Context: an optimization exercise on an open-source flow, tuned for small area and a short achievable clock period. The choices shown serve that exercise and are no tape-out recipe.
Only the layout flow was run in this run; the RTL was not checked for function there.
Power and IR drop assume default switching activity.

[design/flow/standard.sh]
#!/bin/bash
# synth_recipe.tcl (not shown) runs the flow's synth.tcl, then flattens the netlist and writes it again
# the make line also repeats each setting of config.mk as NAME=value (left out here)
make -C /OpenROAD-flow-scripts/flow DESIGN_CONFIG=/design/flow/config.mk WORK_HOME=/design/flow/orfs CLKGATE_MAP_FILE= SYNTH_SCRIPT=/design/flow/synth_recipe.tcl "${@:-finish}"
[design/flow/design.v]
module adder_1bit ( 
    input  a,
    input  b,
    input  cin,
    output sum,
    output cout
);
    assign sum  = a ^ b ^ cin;
    assign cout = (a & b) | (b & cin) | (a & cin);
endmodule
module cim_mac_tree (
    input         clk,
    input         rst_n,
    input         mac_en,
    input  [7:0]  col_mux,
    input  [15:0] data_in,
    input  [7:0]  bank0,  bank1,  bank2,  bank3,
                  bank4,  bank5,  bank6,  bank7,
                  bank8,  bank9,  bank10, bank11,
                  bank12, bank13, bank14, bank15,
    output [11:0] sum
);
    wire [15:0] en  = data_in & {16{mac_en}};
    wire [7:0]  col = col_mux & {8{~mac_en}};
    wire g0_0 = ~((bank0[0] & en[0]) | (|(bank0 & col)));
    wire g0_1 = ~(bank0[1] & en[0]);
    wire g0_2 = ~(bank0[2] & en[0]);
    wire g0_3 = ~(bank0[3] & en[0]);
    wire g0_4 = ~(bank0[4] & en[0]);
    wire g0_5 = ~(bank0[5] & en[0]);
    wire g0_6 = ~(bank0[6] & en[0]);
    wire g0_7 = ~(bank0[7] & en[0]);
    wire g1_0 = ~((bank1[0] & en[1]) | (|(bank1 & col)));
    wire g1_1 = ~(bank1[1] & en[1]);
    wire g1_2 = ~(bank1[2] & en[1]);
    wire g1_3 = ~(bank1[3] & en[1]);
    wire g1_4 = ~(bank1[4] & en[1]);
    wire g1_5 = ~(bank1[5] & en[1]);
    wire g1_6 = ~(bank1[6] & en[1]);
    wire g1_7 = ~(bank1[7] & en[1]);
    wire g2_0 = ~((bank2[0] & en[2]) | (|(bank2 & col)));
    wire g2_1 = ~(bank2[1] & en[2]);
    wire g2_2 = ~(bank2[2] & en[2]);
    wire g2_3 = ~(bank2[3] & en[2]);
    wire g2_4 = ~(bank2[4] & en[2]);
    wire g2_5 = ~(bank2[5] & en[2]);
    wire g2_6 = ~(bank2[6] & en[2]);
    wire g2_7 = ~(bank2[7] & en[2]);
    wire g3_0 = ~((bank3[0] & en[3]) | (|(bank3 & col)));
    wire g3_1 = ~(bank3[1] & en[3]);
    wire g3_2 = ~(bank3[2] & en[3]);
    wire g3_3 = ~(bank3[3] & en[3]);
    wire g3_4 = ~(bank3[4] & en[3]);
    wire g3_5 = ~(bank3[5] & en[3]);
    wire g3_6 = ~(bank3[6] & en[3]);
    wire g3_7 = ~(bank3[7] & en[3]);
    wire g4_0 = ~((bank4[0] & en[4]) | (|(bank4 & col)));
    wire g4_1 = ~(bank4[1] & en[4]);
    wire g4_2 = ~(bank4[2] & en[4]);
    wire g4_3 = ~(bank4[3] & en[4]);
    wire g4_4 = ~(bank4[4] & en[4]);
    wire g4_5 = ~(bank4[5] & en[4]);
    wire g4_6 = ~(bank4[6] & en[4]);
    wire g4_7 = ~(bank4[7] & en[4]);
    wire g5_0 = ~((bank5[0] & en[5]) | (|(bank5 & col)));
    wire g5_1 = ~(bank5[1] & en[5]);
    wire g5_2 = ~(bank5[2] & en[5]);
    wire g5_3 = ~(bank5[3] & en[5]);
    wire g5_4 = ~(bank5[4] & en[5]);
    wire g5_5 = ~(bank5[5] & en[5]);
    wire g5_6 = ~(bank5[6] & en[5]);
    wire g5_7 = ~(bank5[7] & en[5]);
    wire g6_0 = ~((bank6[0] & en[6]) | (|(bank6 & col)));
    wire g6_1 = ~(bank6[1] & en[6]);
    wire g6_2 = ~(bank6[2] & en[6]);
    wire g6_3 = ~(bank6[3] & en[6]);
    wire g6_4 = ~(bank6[4] & en[6]);
    wire g6_5 = ~(bank6[5] & en[6]);
    wire g6_6 = ~(bank6[6] & en[6]);
    wire g6_7 = ~(bank6[7] & en[6]);
    wire g7_0 = ~((bank7[0] & en[7]) | (|(bank7 & col)));
    wire g7_1 = ~(bank7[1] & en[7]);
    wire g7_2 = ~(bank7[2] & en[7]);
    wire g7_3 = ~(bank7[3] & en[7]);
    wire g7_4 = ~(bank7[4] & en[7]);
    wire g7_5 = ~(bank7[5] & en[7]);
    wire g7_6 = ~(bank7[6] & en[7]);
    wire g7_7 = ~(bank7[7] & en[7]);
    wire g8_0 = ~((bank8[0] & en[8]) | (|(bank8 & col)));
    wire g8_1 = ~(bank8[1] & en[8]);
    wire g8_2 = ~(bank8[2] & en[8]);
    wire g8_3 = ~(bank8[3] & en[8]);
    wire g8_4 = ~(bank8[4] & en[8]);
    wire g8_5 = ~(bank8[5] & en[8]);
    wire g8_6 = ~(bank8[6] & en[8]);
    wire g8_7 = ~(bank8[7] & en[8]);
    wire g9_0 = ~((bank9[0] & en[9]) | (|(bank9 & col)));
    wire g9_1 = ~(bank9[1] & en[9]);
    wire g9_2 = ~(bank9[2] & en[9]);
    wire g9_3 = ~(bank9[3] & en[9]);
    wire g9_4 = ~(bank9[4] & en[9]);
    wire g9_5 = ~(bank9[5] & en[9]);
    wire g9_6 = ~(bank9[6] & en[9]);
    wire g9_7 = ~(bank9[7] & en[9]);
    wire g10_0 = ~((bank10[0] & en[10]) | (|(bank10 & col)));
    wire g10_1 = ~(bank10[1] & en[10]);
    wire g10_2 = ~(bank10[2] & en[10]);
    wire g10_3 = ~(bank10[3] & en[10]);
    wire g10_4 = ~(bank10[4] & en[10]);
    wire g10_5 = ~(bank10[5] & en[10]);
    wire g10_6 = ~(bank10[6] & en[10]);
    wire g10_7 = ~(bank10[7] & en[10]);
    wire g11_0 = ~((bank11[0] & en[11]) | (|(bank11 & col)));
    wire g11_1 = ~(bank11[1] & en[11]);
    wire g11_2 = ~(bank11[2] & en[11]);
    wire g11_3 = ~(bank11[3] & en[11]);
    wire g11_4 = ~(bank11[4] & en[11]);
    wire g11_5 = ~(bank11[5] & en[11]);
    wire g11_6 = ~(bank11[6] & en[11]);
    wire g11_7 = ~(bank11[7] & en[11]);
    wire g12_0 = ~((bank12[0] & en[12]) | (|(bank12 & col)));
    wire g12_1 = ~(bank12[1] & en[12]);
    wire g12_2 = ~(bank12[2] & en[12]);
    wire g12_3 = ~(bank12[3] & en[12]);
    wire g12_4 = ~(bank12[4] & en[12]);
    wire g12_5 = ~(bank12[5] & en[12]);
    wire g12_6 = ~(bank12[6] & en[12]);
    wire g12_7 = ~(bank12[7] & en[12]);
    wire g13_0 = ~((bank13[0] & en[13]) | (|(bank13 & col)));
    wire g13_1 = ~(bank13[1] & en[13]);
    wire g13_2 = ~(bank13[2] & en[13]);
    wire g13_3 = ~(bank13[3] & en[13]);
    wire g13_4 = ~(bank13[4] & en[13]);
    wire g13_5 = ~(bank13[5] & en[13]);
    wire g13_6 = ~(bank13[6] & en[13]);
    wire g13_7 = ~(bank13[7] & en[13]);
    wire g14_0 = ~((bank14[0] & en[14]) | (|(bank14 & col)));
    wire g14_1 = ~(bank14[1] & en[14]);
    wire g14_2 = ~(bank14[2] & en[14]);
    wire g14_3 = ~(bank14[3] & en[14]);
    wire g14_4 = ~(bank14[4] & en[14]);
    wire g14_5 = ~(bank14[5] & en[14]);
    wire g14_6 = ~(bank14[6] & en[14]);
    wire g14_7 = ~(bank14[7] & en[14]);
    wire g15_0 = ~((bank15[0] & en[15]) | (|(bank15 & col)));
    wire g15_1 = ~(bank15[1] & en[15]);
    wire g15_2 = ~(bank15[2] & en[15]);
    wire g15_3 = ~(bank15[3] & en[15]);
    wire g15_4 = ~(bank15[4] & en[15]);
    wire g15_5 = ~(bank15[5] & en[15]);
    wire g15_6 = ~(bank15[6] & en[15]);
    wire g15_7 = ~(bank15[7] & en[15]);
    wire s1, c2;
    wire s3, c4;
    wire s5, c6;
    wire s7, c8;
    wire s9, c10;
    wire s11, c12;
    wire s13, c14;
    wire s15, c16;
    wire s17, c18;
    wire s19, c20;
    wire s21, c22;
    wire s23, c24;
    wire s25, c26;
    wire s27, c28;
    wire s29, c30;
    wire s31, c32;
    wire s33, c34;
    wire s35, c36;
    wire s37, c38;
    wire s39, c40;
    wire s41, c42;
    wire s43, c44;
    wire s45, c46;
    wire s47, c48;
    wire s49, c50;
    wire s51, c52;
    wire s53, c54;
    wire s55, c56;
    wire s57, c58;
    wire s59, c60;
    wire s61, c62;
    wire s63, c64;
    wire s65, c66;
    wire s67, c68;
    wire s69, c70;
    wire s71, c72;
    wire s73, c74;
    wire s75, c76;
    wire s77, c78;
    wire s79, c80;
    wire s81, c82;
    wire s83, c84;
    wire s85, c86;
    wire s87, c88;
    wire s89, c90;
    wire s91, c92;
    wire s93, c94;
    wire s95, c96;
    wire s97, c98;
    wire s99, c100;
    wire s101, c102;
    wire s103, c104;
    wire s105, c106;
    wire s107, c108;
    wire s109, c110;
    wire s111, c112;
    wire s113, c114;
    wire s115, c116;
    wire s117, c118;
    wire s119, c120;
    wire s121, c122;
    wire s123, c124;
    wire s125, c126;
    wire s127, c128;
    wire s129, c130;
    wire s131, c132;
    wire s133, c134;
    wire s135, c136;
    wire s137, c138;
    wire s139, c140;
    wire s141, c142;
    wire s143, c144;
    wire s145, c146;
    wire s147, c148;
    wire s149, c150;
    wire s151, c152;
    wire s153, c154;
    wire s155, c156;
    wire s157, c158;
    wire s159, c160;
    wire s161, c162;
    wire s163, c164;
    wire s165, c166;
    wire s167, c168;
    wire s169, c170;
    wire s171, c172;
    wire s173, c174;
    wire s175, c176;
    wire s177, c178;
    wire s179, c180;
    wire s181, c182;
    wire s183, c184;
    wire s185, c186;
    wire s187, c188;
    wire s189, c190;
    wire s191, c192;
    wire s193, c194;
    wire s195, c196;
    wire s197, c198;
    wire s199, c200;
    wire s201, c202;
    wire s203, c204;
    wire s205, c206;
    wire s207, c208;
    wire s209, c210;
    wire s211, c212;
    wire s213, c214;
    wire s215, c216;
    wire s217, c218;
    adder_1bit u_s1 (.a(g0_0), .b(g1_0), .cin(g2_0), .sum(s1), .cout(c2));
    adder_1bit u_s3 (.a(g3_0), .b(g4_0), .cin(g5_0), .sum(s3), .cout(c4));
    adder_1bit u_s5 (.a(g6_0), .b(g7_0), .cin(g8_0), .sum(s5), .cout(c6));
    adder_1bit u_s7 (.a(g9_0), .b(g10_0), .cin(g11_0), .sum(s7), .cout(c8));
    adder_1bit u_s9 (.a(g12_0), .b(g13_0), .cin(g14_0), .sum(s9), .cout(c10));
    adder_1bit u_s11 (.a(g0_1), .b(g1_1), .cin(g2_1), .sum(s11), .cout(c12));
    adder_1bit u_s13 (.a(g3_1), .b(g4_1), .cin(g5_1), .sum(s13), .cout(c14));
    adder_1bit u_s15 (.a(g6_1), .b(g7_1), .cin(g8_1), .sum(s15), .cout(c16));
    adder_1bit u_s17 (.a(g9_1), .b(g10_1), .cin(g11_1), .sum(s17), .cout(c18));
    adder_1bit u_s19 (.a(g12_1), .b(g13_1), .cin(g14_1), .sum(s19), .cout(c20));
    adder_1bit u_s21 (.a(g15_1), .b(s11), .cin(s13), .sum(s21), .cout(c22));
    adder_1bit u_s23 (.a(s15), .b(s17), .cin(s19), .sum(s23), .cout(c24));
    adder_1bit u_s25 (.a(g0_2), .b(g1_2), .cin(g2_2), .sum(s25), .cout(c26));
    adder_1bit u_s27 (.a(g3_2), .b(g4_2), .cin(g5_2), .sum(s27), .cout(c28));
    adder_1bit u_s29 (.a(g6_2), .b(g7_2), .cin(g8_2), .sum(s29), .cout(c30));
    adder_1bit u_s31 (.a(g9_2), .b(g10_2), .cin(g11_2), .sum(s31), .cout(c32));
    adder_1bit u_s33 (.a(g12_2), .b(g13_2), .cin(g14_2), .sum(s33), .cout(c34));
    adder_1bit u_s35 (.a(g15_2), .b(c12), .cin(c14), .sum(s35), .cout(c36));
    adder_1bit u_s37 (.a(c16), .b(c18), .cin(c20), .sum(s37), .cout(c38));
    adder_1bit u_s39 (.a(s25), .b(s27), .cin(s29), .sum(s39), .cout(c40));
    adder_1bit u_s41 (.a(s31), .b(s33), .cin(c22), .sum(s41), .cout(c42));
    adder_1bit u_s43 (.a(c24), .b(s35), .cin(s37), .sum(s43), .cout(c44));
    adder_1bit u_s45 (.a(g0_3), .b(g1_3), .cin(g2_3), .sum(s45), .cout(c46));
    adder_1bit u_s47 (.a(g3_3), .b(g4_3), .cin(g5_3), .sum(s47), .cout(c48));
    adder_1bit u_s49 (.a(g6_3), .b(g7_3), .cin(g8_3), .sum(s49), .cout(c50));
    adder_1bit u_s51 (.a(g9_3), .b(g10_3), .cin(g11_3), .sum(s51), .cout(c52));
    adder_1bit u_s53 (.a(g12_3), .b(g13_3), .cin(g14_3), .sum(s53), .cout(c54));
    adder_1bit u_s55 (.a(g15_3), .b(c26), .cin(c28), .sum(s55), .cout(c56));
    adder_1bit u_s57 (.a(c30), .b(c32), .cin(c34), .sum(s57), .cout(c58));
    adder_1bit u_s59 (.a(s45), .b(s47), .cin(s49), .sum(s59), .cout(c60));
    adder_1bit u_s61 (.a(s51), .b(s53), .cin(c36), .sum(s61), .cout(c62));
    adder_1bit u_s63 (.a(c38), .b(c40), .cin(s55), .sum(s63), .cout(c64));
    adder_1bit u_s65 (.a(g0_4), .b(g1_4), .cin(g2_4), .sum(s65), .cout(c66));
    adder_1bit u_s67 (.a(g3_4), .b(g4_4), .cin(g5_4), .sum(s67), .cout(c68));
    adder_1bit u_s69 (.a(g6_4), .b(g7_4), .cin(g8_4), .sum(s69), .cout(c70));
    adder_1bit u_s71 (.a(g9_4), .b(g10_4), .cin(g11_4), .sum(s71), .cout(c72));
    adder_1bit u_s73 (.a(g12_4), .b(g13_4), .cin(g14_4), .sum(s73), .cout(c74));
    adder_1bit u_s75 (.a(g15_4), .b(c46), .cin(c48), .sum(s75), .cout(c76));
    adder_1bit u_s77 (.a(c50), .b(c52), .cin(c54), .sum(s77), .cout(c78));
    adder_1bit u_s79 (.a(s65), .b(s67), .cin(s69), .sum(s79), .cout(c80));
    adder_1bit u_s81 (.a(s71), .b(s73), .cin(c56), .sum(s81), .cout(c82));
    adder_1bit u_s83 (.a(c58), .b(c60), .cin(s75), .sum(s83), .cout(c84));
    adder_1bit u_s85 (.a(g0_5), .b(g1_5), .cin(g2_5), .sum(s85), .cout(c86));
    adder_1bit u_s87 (.a(g3_5), .b(g4_5), .cin(g5_5), .sum(s87), .cout(c88));
    adder_1bit u_s89 (.a(g6_5), .b(g7_5), .cin(g8_5), .sum(s89), .cout(c90));
    adder_1bit u_s91 (.a(g9_5), .b(g10_5), .cin(g11_5), .sum(s91), .cout(c92));
    adder_1bit u_s93 (.a(g12_5), .b(g13_5), .cin(g14_5), .sum(s93), .cout(c94));
    adder_1bit u_s95 (.a(g15_5), .b(c66), .cin(c68), .sum(s95), .cout(c96));
    adder_1bit u_s97 (.a(c70), .b(c72), .cin(c74), .sum(s97), .cout(c98));
    adder_1bit u_s99 (.a(s85), .b(s87), .cin(s89), .sum(s99), .cout(c100));
    adder_1bit u_s101 (.a(s91), .b(s93), .cin(c76), .sum(s101), .cout(c102));
    adder_1bit u_s103 (.a(c78), .b(c80), .cin(s95), .sum(s103), .cout(c104));
    adder_1bit u_s105 (.a(g0_6), .b(g1_6), .cin(g2_6), .sum(s105), .cout(c106));
    adder_1bit u_s107 (.a(g3_6), .b(g4_6), .cin(g5_6), .sum(s107), .cout(c108));
    adder_1bit u_s109 (.a(g6_6), .b(g7_6), .cin(g8_6), .sum(s109), .cout(c110));
    adder_1bit u_s111 (.a(g9_6), .b(g10_6), .cin(g11_6), .sum(s111), .cout(c112));
    adder_1bit u_s113 (.a(g12_6), .b(g13_6), .cin(g14_6), .sum(s113), .cout(c114));
    adder_1bit u_s115 (.a(g15_6), .b(c86), .cin(c88), .sum(s115), .cout(c116));
    adder_1bit u_s117 (.a(c90), .b(c92), .cin(c94), .sum(s117), .cout(c118));
    adder_1bit u_s119 (.a(s105), .b(s107), .cin(s109), .sum(s119), .cout(c120));
    adder_1bit u_s121 (.a(s111), .b(s113), .cin(c96), .sum(s121), .cout(c122));
    adder_1bit u_s123 (.a(c98), .b(c100), .cin(s115), .sum(s123), .cout(c124));
    adder_1bit u_s125 (.a(g0_7), .b(g1_7), .cin(g2_7), .sum(s125), .cout(c126));
    adder_1bit u_s127 (.a(g3_7), .b(g4_7), .cin(g5_7), .sum(s127), .cout(c128));
    adder_1bit u_s129 (.a(g6_7), .b(g7_7), .cin(g8_7), .sum(s129), .cout(c130));
    adder_1bit u_s131 (.a(g9_7), .b(g10_7), .cin(g11_7), .sum(s131), .cout(c132));
    adder_1bit u_s133 (.a(g12_7), .b(g13_7), .cin(g14_7), .sum(s133), .cout(c134));
    adder_1bit u_s135 (.a(g15_7), .b(c106), .cin(c108), .sum(s135), .cout(c136));
    adder_1bit u_s137 (.a(c110), .b(c112), .cin(c114), .sum(s137), .cout(c138));
    adder_1bit u_s139 (.a(s125), .b(s127), .cin(s129), .sum(s139), .cout(c140));
    adder_1bit u_s141 (.a(s131), .b(s133), .cin(c116), .sum(s141), .cout(c142));
    adder_1bit u_s143 (.a(c118), .b(c120), .cin(s135), .sum(s143), .cout(c144));
    adder_1bit u_s145 (.a(c126), .b(c128), .cin(c130), .sum(s145), .cout(c146));
    adder_1bit u_s147 (.a(c132), .b(c134), .cin(c136), .sum(s147), .cout(c148));
    adder_1bit u_s149 (.a(c138), .b(c140), .cin(s145), .sum(s149), .cout(c150));
    reg  [52:0] r1;
    wire [52:0] d1 = {c150, c148, c146, s149, s147, c144, c142, s143, s141, c124, c122, s139, s137, s123, s121, c104, c102, s119, s117, s103, s101, c84, c82, s99, s97, s83, s81, c64, c62, s79, s77, s63, s61, c44, c42, s59, s57, s43, s41, s39, c10, c8, c6, c4, c2, s23, s21, s9, s7, s5, s3, s1, g15_0};
    adder_1bit u_s151 (.a(r1[0]), .b(r1[1]), .cin(r1[2]), .sum(s151), .cout(c152));
    adder_1bit u_s153 (.a(r1[3]), .b(r1[4]), .cin(r1[5]), .sum(s153), .cout(c154));
    adder_1bit u_s155 (.a(r1[6]), .b(r1[7]), .cin(r1[8]), .sum(s155), .cout(c156));
    adder_1bit u_s157 (.a(r1[9]), .b(r1[10]), .cin(r1[11]), .sum(s157), .cout(c158));
    adder_1bit u_s159 (.a(r1[12]), .b(c152), .cin(c154), .sum(s159), .cout(c160));
    adder_1bit u_s161 (.a(s155), .b(s157), .cin(s159), .sum(s161), .cout(c162));
    adder_1bit u_s163 (.a(r1[13]), .b(r1[14]), .cin(r1[15]), .sum(s163), .cout(c164));
    adder_1bit u_s165 (.a(c156), .b(c158), .cin(s163), .sum(s165), .cout(c166));
    adder_1bit u_s167 (.a(c160), .b(s165), .cin(c162), .sum(s167), .cout(c168));
    adder_1bit u_s169 (.a(r1[16]), .b(r1[17]), .cin(r1[18]), .sum(s169), .cout(c170));
    adder_1bit u_s171 (.a(r1[19]), .b(r1[20]), .cin(r1[21]), .sum(s171), .cout(c172));
    adder_1bit u_s173 (.a(c164), .b(s169), .cin(s171), .sum(s173), .cout(c174));
    adder_1bit u_s175 (.a(c166), .b(s173), .cin(c168), .sum(s175), .cout(c176));
    adder_1bit u_s177 (.a(r1[22]), .b(r1[23]), .cin(r1[24]), .sum(s177), .cout(c178));
    adder_1bit u_s179 (.a(r1[25]), .b(r1[26]), .cin(r1[27]), .sum(s179), .cout(c180));
    adder_1bit u_s181 (.a(c170), .b(c172), .cin(s177), .sum(s181), .cout(c182));
    adder_1bit u_s183 (.a(s179), .b(c174), .cin(s181), .sum(s183), .cout(c184));
    adder_1bit u_s185 (.a(r1[28]), .b(r1[29]), .cin(r1[30]), .sum(s185), .cout(c186));
    adder_1bit u_s187 (.a(r1[31]), .b(r1[32]), .cin(r1[33]), .sum(s187), .cout(c188));
    adder_1bit u_s189 (.a(c178), .b(c180), .cin(s185), .sum(s189), .cout(c190));
    adder_1bit u_s191 (.a(s187), .b(c182), .cin(s189), .sum(s191), .cout(c192));
    adder_1bit u_s193 (.a(r1[34]), .b(r1[35]), .cin(r1[36]), .sum(s193), .cout(c194));
    adder_1bit u_s195 (.a(r1[37]), .b(r1[38]), .cin(r1[39]), .sum(s195), .cout(c196));
    adder_1bit u_s197 (.a(c186), .b(c188), .cin(s193), .sum(s197), .cout(c198));
    adder_1bit u_s199 (.a(s195), .b(c190), .cin(s197), .sum(s199), .cout(c200));
    adder_1bit u_s201 (.a(r1[40]), .b(r1[41]), .cin(r1[42]), .sum(s201), .cout(c202));
    adder_1bit u_s203 (.a(r1[43]), .b(r1[44]), .cin(r1[45]), .sum(s203), .cout(c204));
    adder_1bit u_s205 (.a(c194), .b(c196), .cin(s201), .sum(s205), .cout(c206));
    adder_1bit u_s207 (.a(s203), .b(c198), .cin(s205), .sum(s207), .cout(c208));
    adder_1bit u_s209 (.a(r1[46]), .b(r1[47]), .cin(r1[48]), .sum(s209), .cout(c210));
    adder_1bit u_s211 (.a(r1[49]), .b(c202), .cin(c204), .sum(s211), .cout(c212));
    adder_1bit u_s213 (.a(s209), .b(c206), .cin(s211), .sum(s213), .cout(c214));
    adder_1bit u_s215 (.a(r1[50]), .b(r1[51]), .cin(r1[52]), .sum(s215), .cout(c216));
    adder_1bit u_s217 (.a(c210), .b(s215), .cin(c212), .sum(s217), .cout(c218));
    wire [11:0] rowA = {1'b1, c216, c214, c208, c200, c192, c184, s183, s175, s167, s161, s151};
    wire [11:0] rowB = {1'b1, c218, s217, s213, s207, s199, s191, c176, 1'b1, 1'b1, 1'b1, s153};
    wire [11:0] tot = ~(rowA + rowB + 12'd1);
    reg  [11:0] s2;
    wire [11:0] s2sum = s2;
    reg first, valid;
    always @(posedge clk or negedge rst_n) begin
        if (!rst_n) begin
            first <= 1'b1;
            valid <= 1'b0;
        end else begin
            first <= 1'b0;
            valid <= ~first;
        end
    end
    always @(posedge clk) begin
        r1 <= d1;
        s2 <= tot;
    end
    assign sum = s2sum & {12{valid}};
endmodule
[design/flow/config.mk]
export PLATFORM = sky130hd
export DESIGN_NAME = cim_mac_tree
export DESIGN_NICKNAME = cim_mac_tree
export VERILOG_FILES = /design/flow/design.v
export SDC_FILE = /design/flow/constraint.sdc
export NUM_CORES = 4
export LEC_CHECK = 0
export CAP_MARGIN = 20
export CORE_MARGIN = 2
export CORE_UTILIZATION = 60
export CTS_BUF_LIST = sky130_fd_sc_hd__clkbuf_4 sky130_fd_sc_hd__clkbuf_8
export SETUP_SLACK_MARGIN = 4.6
export SLEW_MARGIN = 20
export SYNTH_HIERARCHICAL = 1
[design/flow/constraint.sdc]
create_clock -name core_clock -period 8.0 [get_ports {clk}]
set_input_delay 1.6000 -clock core_clock [delete_from_list [all_inputs] [get_ports {clk}]]
set_output_delay 1.6000 -clock core_clock [all_outputs]
set_load 0.01 [all_outputs]
[design/flow/flow/run.sh]
#!/bin/bash
# The standard layout (the standard.sh, unchanged synthesis), with the
# port buffers made of the smallest buffer instead of the default choice.
set -o pipefail
export BUFFER_PORTS_ARGS="-buffer_cell sky130_fd_sc_hd__buf_1"
bash standard.sh finish > standard_flow.log 2>&1
==> notes.md <==
outcome: finished clean
core area: 8720 um2
Max-Cap Viols: 0
Die Width: 98.8 um
fin crit share: 45.1%
Seq/Total Area, Yosys: 25.1%
Main synth FF type: dfxtp_1
final setup fails: 0
Pre-antenna DRT Iters: 6
row count: 34
Power Density: 389 nW/um2
Num Clock Sinks: 67
Leakage: 0.00214 uW
most area-consuming cells after synthesis: fa_1, dfxtp_1, nand2_1
first-pass GRT wire length: 29.9 mm
die area: 9770 um2
peak supply drop: 474 uV
Max Fclk: 277 MHz
Async S/R FF share, synth: 2.99%
Hold Vio Cnt, Final: 0
CTS clk-pin slew, worst paths: 0.08 ns
Slew Viols, Final: 0
Max FO, Critical Path: 3
final wirelength: 20.8 mm
GRT Util Overall: 42.4%
largest net degree at the start of global routing: 25
Post-DP Area: 6260 um2
Tightest Pin Transition: 0.782 ns
die height: 98.8 um
Antenna Cells: 0
Iter 0 DRT Violations: 622
# IOs: 167
Syn Area/Cell: 10.6 um2
Num CTS Buffers: 9
syn_nets: 780
Final ANT Viol Nets: 0
hpwl dp: 15.7 mm
H-tree depth: 3
Initial Utilization: 61.9%
Buffers on Ports: 166
Hold Slack: 0.443 ns
fin nets: 935
CP Launch Type: flip-flop
clk buf depth: 2
layout cells sized above 1: 17.8%
clk root buf: clkbuf_8
Final Instance Area: 6600 um2
overall power: 2570 uW
Cells after Synth: 507
Unique masters post-synth: 40
Worst slew margin: 47.6%
critical path type: reg2reg
CP Data Required Time: 8.24 ns
via-per-instance ratio: 6.59
Clk Latency, worst-skew pair: 0.36 ns
DRC violations left: 0
clk_skew: 0.0123 ns
initial antenna violation count: 1
Ys Warns: 7
HP Class: reg2reg
area grow syn2layout: 22.3%
Final TNS setup: 0 ns
post-synth top area share: 40.4%
CP endpoint kind: flip-flop
WL/cell: 26.8 um
flops & latches, synth: 67
gp weighted congestion: 1.03
post-synth top area cell: fa_1
vias: 5108
count leader, synth: nand2_1
Final min period: 3.61 ns
synthesized cell area: 5400 um2
RSZ-0062 raised after global routing: true
Post-CTS Hold Fix Bufs: 0
Remaining Overflow, GRT: 0
Data arrival, critical path: 3.85 ns
Synth top cells by count: nand2_1, fa_1, dfxtp_1, a22oi_1, clkbuf_1
Post-synth EDFFs: 0
CTS tree: built
vias in the first global route: 5507
## through the flow
| step | setup WS, ns | util, % | cells |
|---|---|---|---|
| after floorplan | 4.40 | - | 507 |
| after global placement | 3.69 | 71.7 | 753 |
| after detailed placement | 3.59 | 71.7 | 753 |
| after CTS | 4.45 | 75.0 | 772 |
| after global routing | 4.34 | 75.7 | 775 |
| final | 4.39 | 75.7 | 775 |
## worst paths after layout
| check | slack (ns) | startpoint | to | depth (start not counted) |
|---|---|---|---|---|
| max in group asynchronous | 6.77 | rst_n | first$_DFF_PN1_ | 1 |
| worst max register to register | 4.39 | r1[2]$_DFF_P_ | s2[10]$_DFF_P_ | 9 |
| worst min register to register | 0.44 | first$_DFF_PN1_ | valid$_DFF_PN0_ | 1 |
| worst min-delay path | 0.44 | first$_DFF_PN1_ | valid$_DFF_PN0_ | 1 |
| worst max-delay path | 4.39 | r1[2]$_DFF_P_ | s2[10]$_DFF_P_ | 9 |
| min in group asynchronous | 1.01 | rst_n | valid$_DFF_PN0_ | 1 |
## layer usage
layer	track usage (%)	vias to the layer above	part of all wire, %	routed length (um)
li1	-	2010	-	-
met4	24.1	0	7.6	1580
met2	69.3	520	47	9810
met3	12.7	149	12	2490
met5	0.513	-	0	0
met1	50.0	2429	33	6920
## sequential cells by signal (all words and copies together) (netlist names)
name	count
first	1
r1	53
valid	1
s2	12
## area by class of cell
cell class	count	area [um2]
Fill cell	549	2120
Tap cell	108	135
Clock buffer	9	124
Timing Repair Buffer	178	721
Clock inverter	7	77.6
Sequential cell	67	1350
Multi-Input combinational cell	401	4170
Inverter	5	18.8
## cell usage in the layout (no fill, tap or decap), types with 2 or more instances in the layout
master / instances
and2_4: 10
clkinv_2: 2
o21ai_0: 16
mux2i_1: 2
nor2b_1: 7
a21o_1: 3
fa_2: 39
nand2_2: 16
xnor2_1: 5
clkinv_4: 3
a22o_1: 14
and2_1: 13
ha_1: 8
a21oi_1: 5
and4_1: 2
fa_1: 70
a22oi_1: 33
a222oi_1: 2
nand2_4: 6
nand3_1: 15
a211oi_1: 14
clkbuf_8: 9
buf_1: 165
nor2b_2: 2
a31oi_4: 2
xor2_1: 3
and2_2: 5
nand2_1: 93
buf_4: 12
inv_1: 5
dfxtp_1: 64
## where the power goes
part	switching (uW)	internal, uW
combinational	997	793
clock	144	146
sequential	45.8	440
## critical path: stages (launching register included)
cell and delay (ns):
dfxtp_1 0.35, fa_2 0.39, fa_1 0.49, fa_2 0.36, fa_2 0.35, fa_2 0.45
or3b_4 0.46, a31oi_4 0.20, o41ai_1 0.12, a311oi_1 0.32
## repair_timing
item | in CTS | in global routing
buffers inserted | 3 | 3
resized for setup | 26 | 11
setup endpoints to repair | 55 | 18
pin swaps | 7 | 3
## per-module statistics from Yosys, one instance, submodules excluded
module,copies in the design,cells inside
adder_1bit,109,1
cim_mac_tree,1,398
## kinds of logic (layout without fill, tap and decap cells)
group | count (synthesis) | after routing | synth area share, %
other cells | 1 | 1 | 0.0695
xor+xnor | 8 | 8 | 1.30
compound gates | 95 | 95 | 12.7
flops | 67 | 67 | 25.1
simple gates | 177 | 177 | 15.1
buf+inv | 39 | 199 | 2.85
fa+ha+maj | 118 | 118 | 42.5
mux | 2 | 2 | 0.371

## what the ideal ports hide
In the flow no input, the clock included, has a driving cell. The finished layout below was timed again as built, in two steps.
Step 1 sets driving cells, clkbuf_16 on the clock port and buf_2 on the other inputs (assumed; they add their load-dependent delay and slew).
Step 2 also shifts input and output timing later by t, the mid clock arrival at the registers, as if the neighbouring blocks saw the same clock.
a / b / c = ideal ports / drivers / drivers and shift; a / b = the first two.
t, ns: 0.399
setup WS [ns]: 4.392 / 4.392 / 4.241
worst slew at a driven data input, ns: 0.06
After both steps this run still meets setup and hold. The setup slack of this run moves by 0.000 ns with the drivers and by -0.151 ns with both steps.
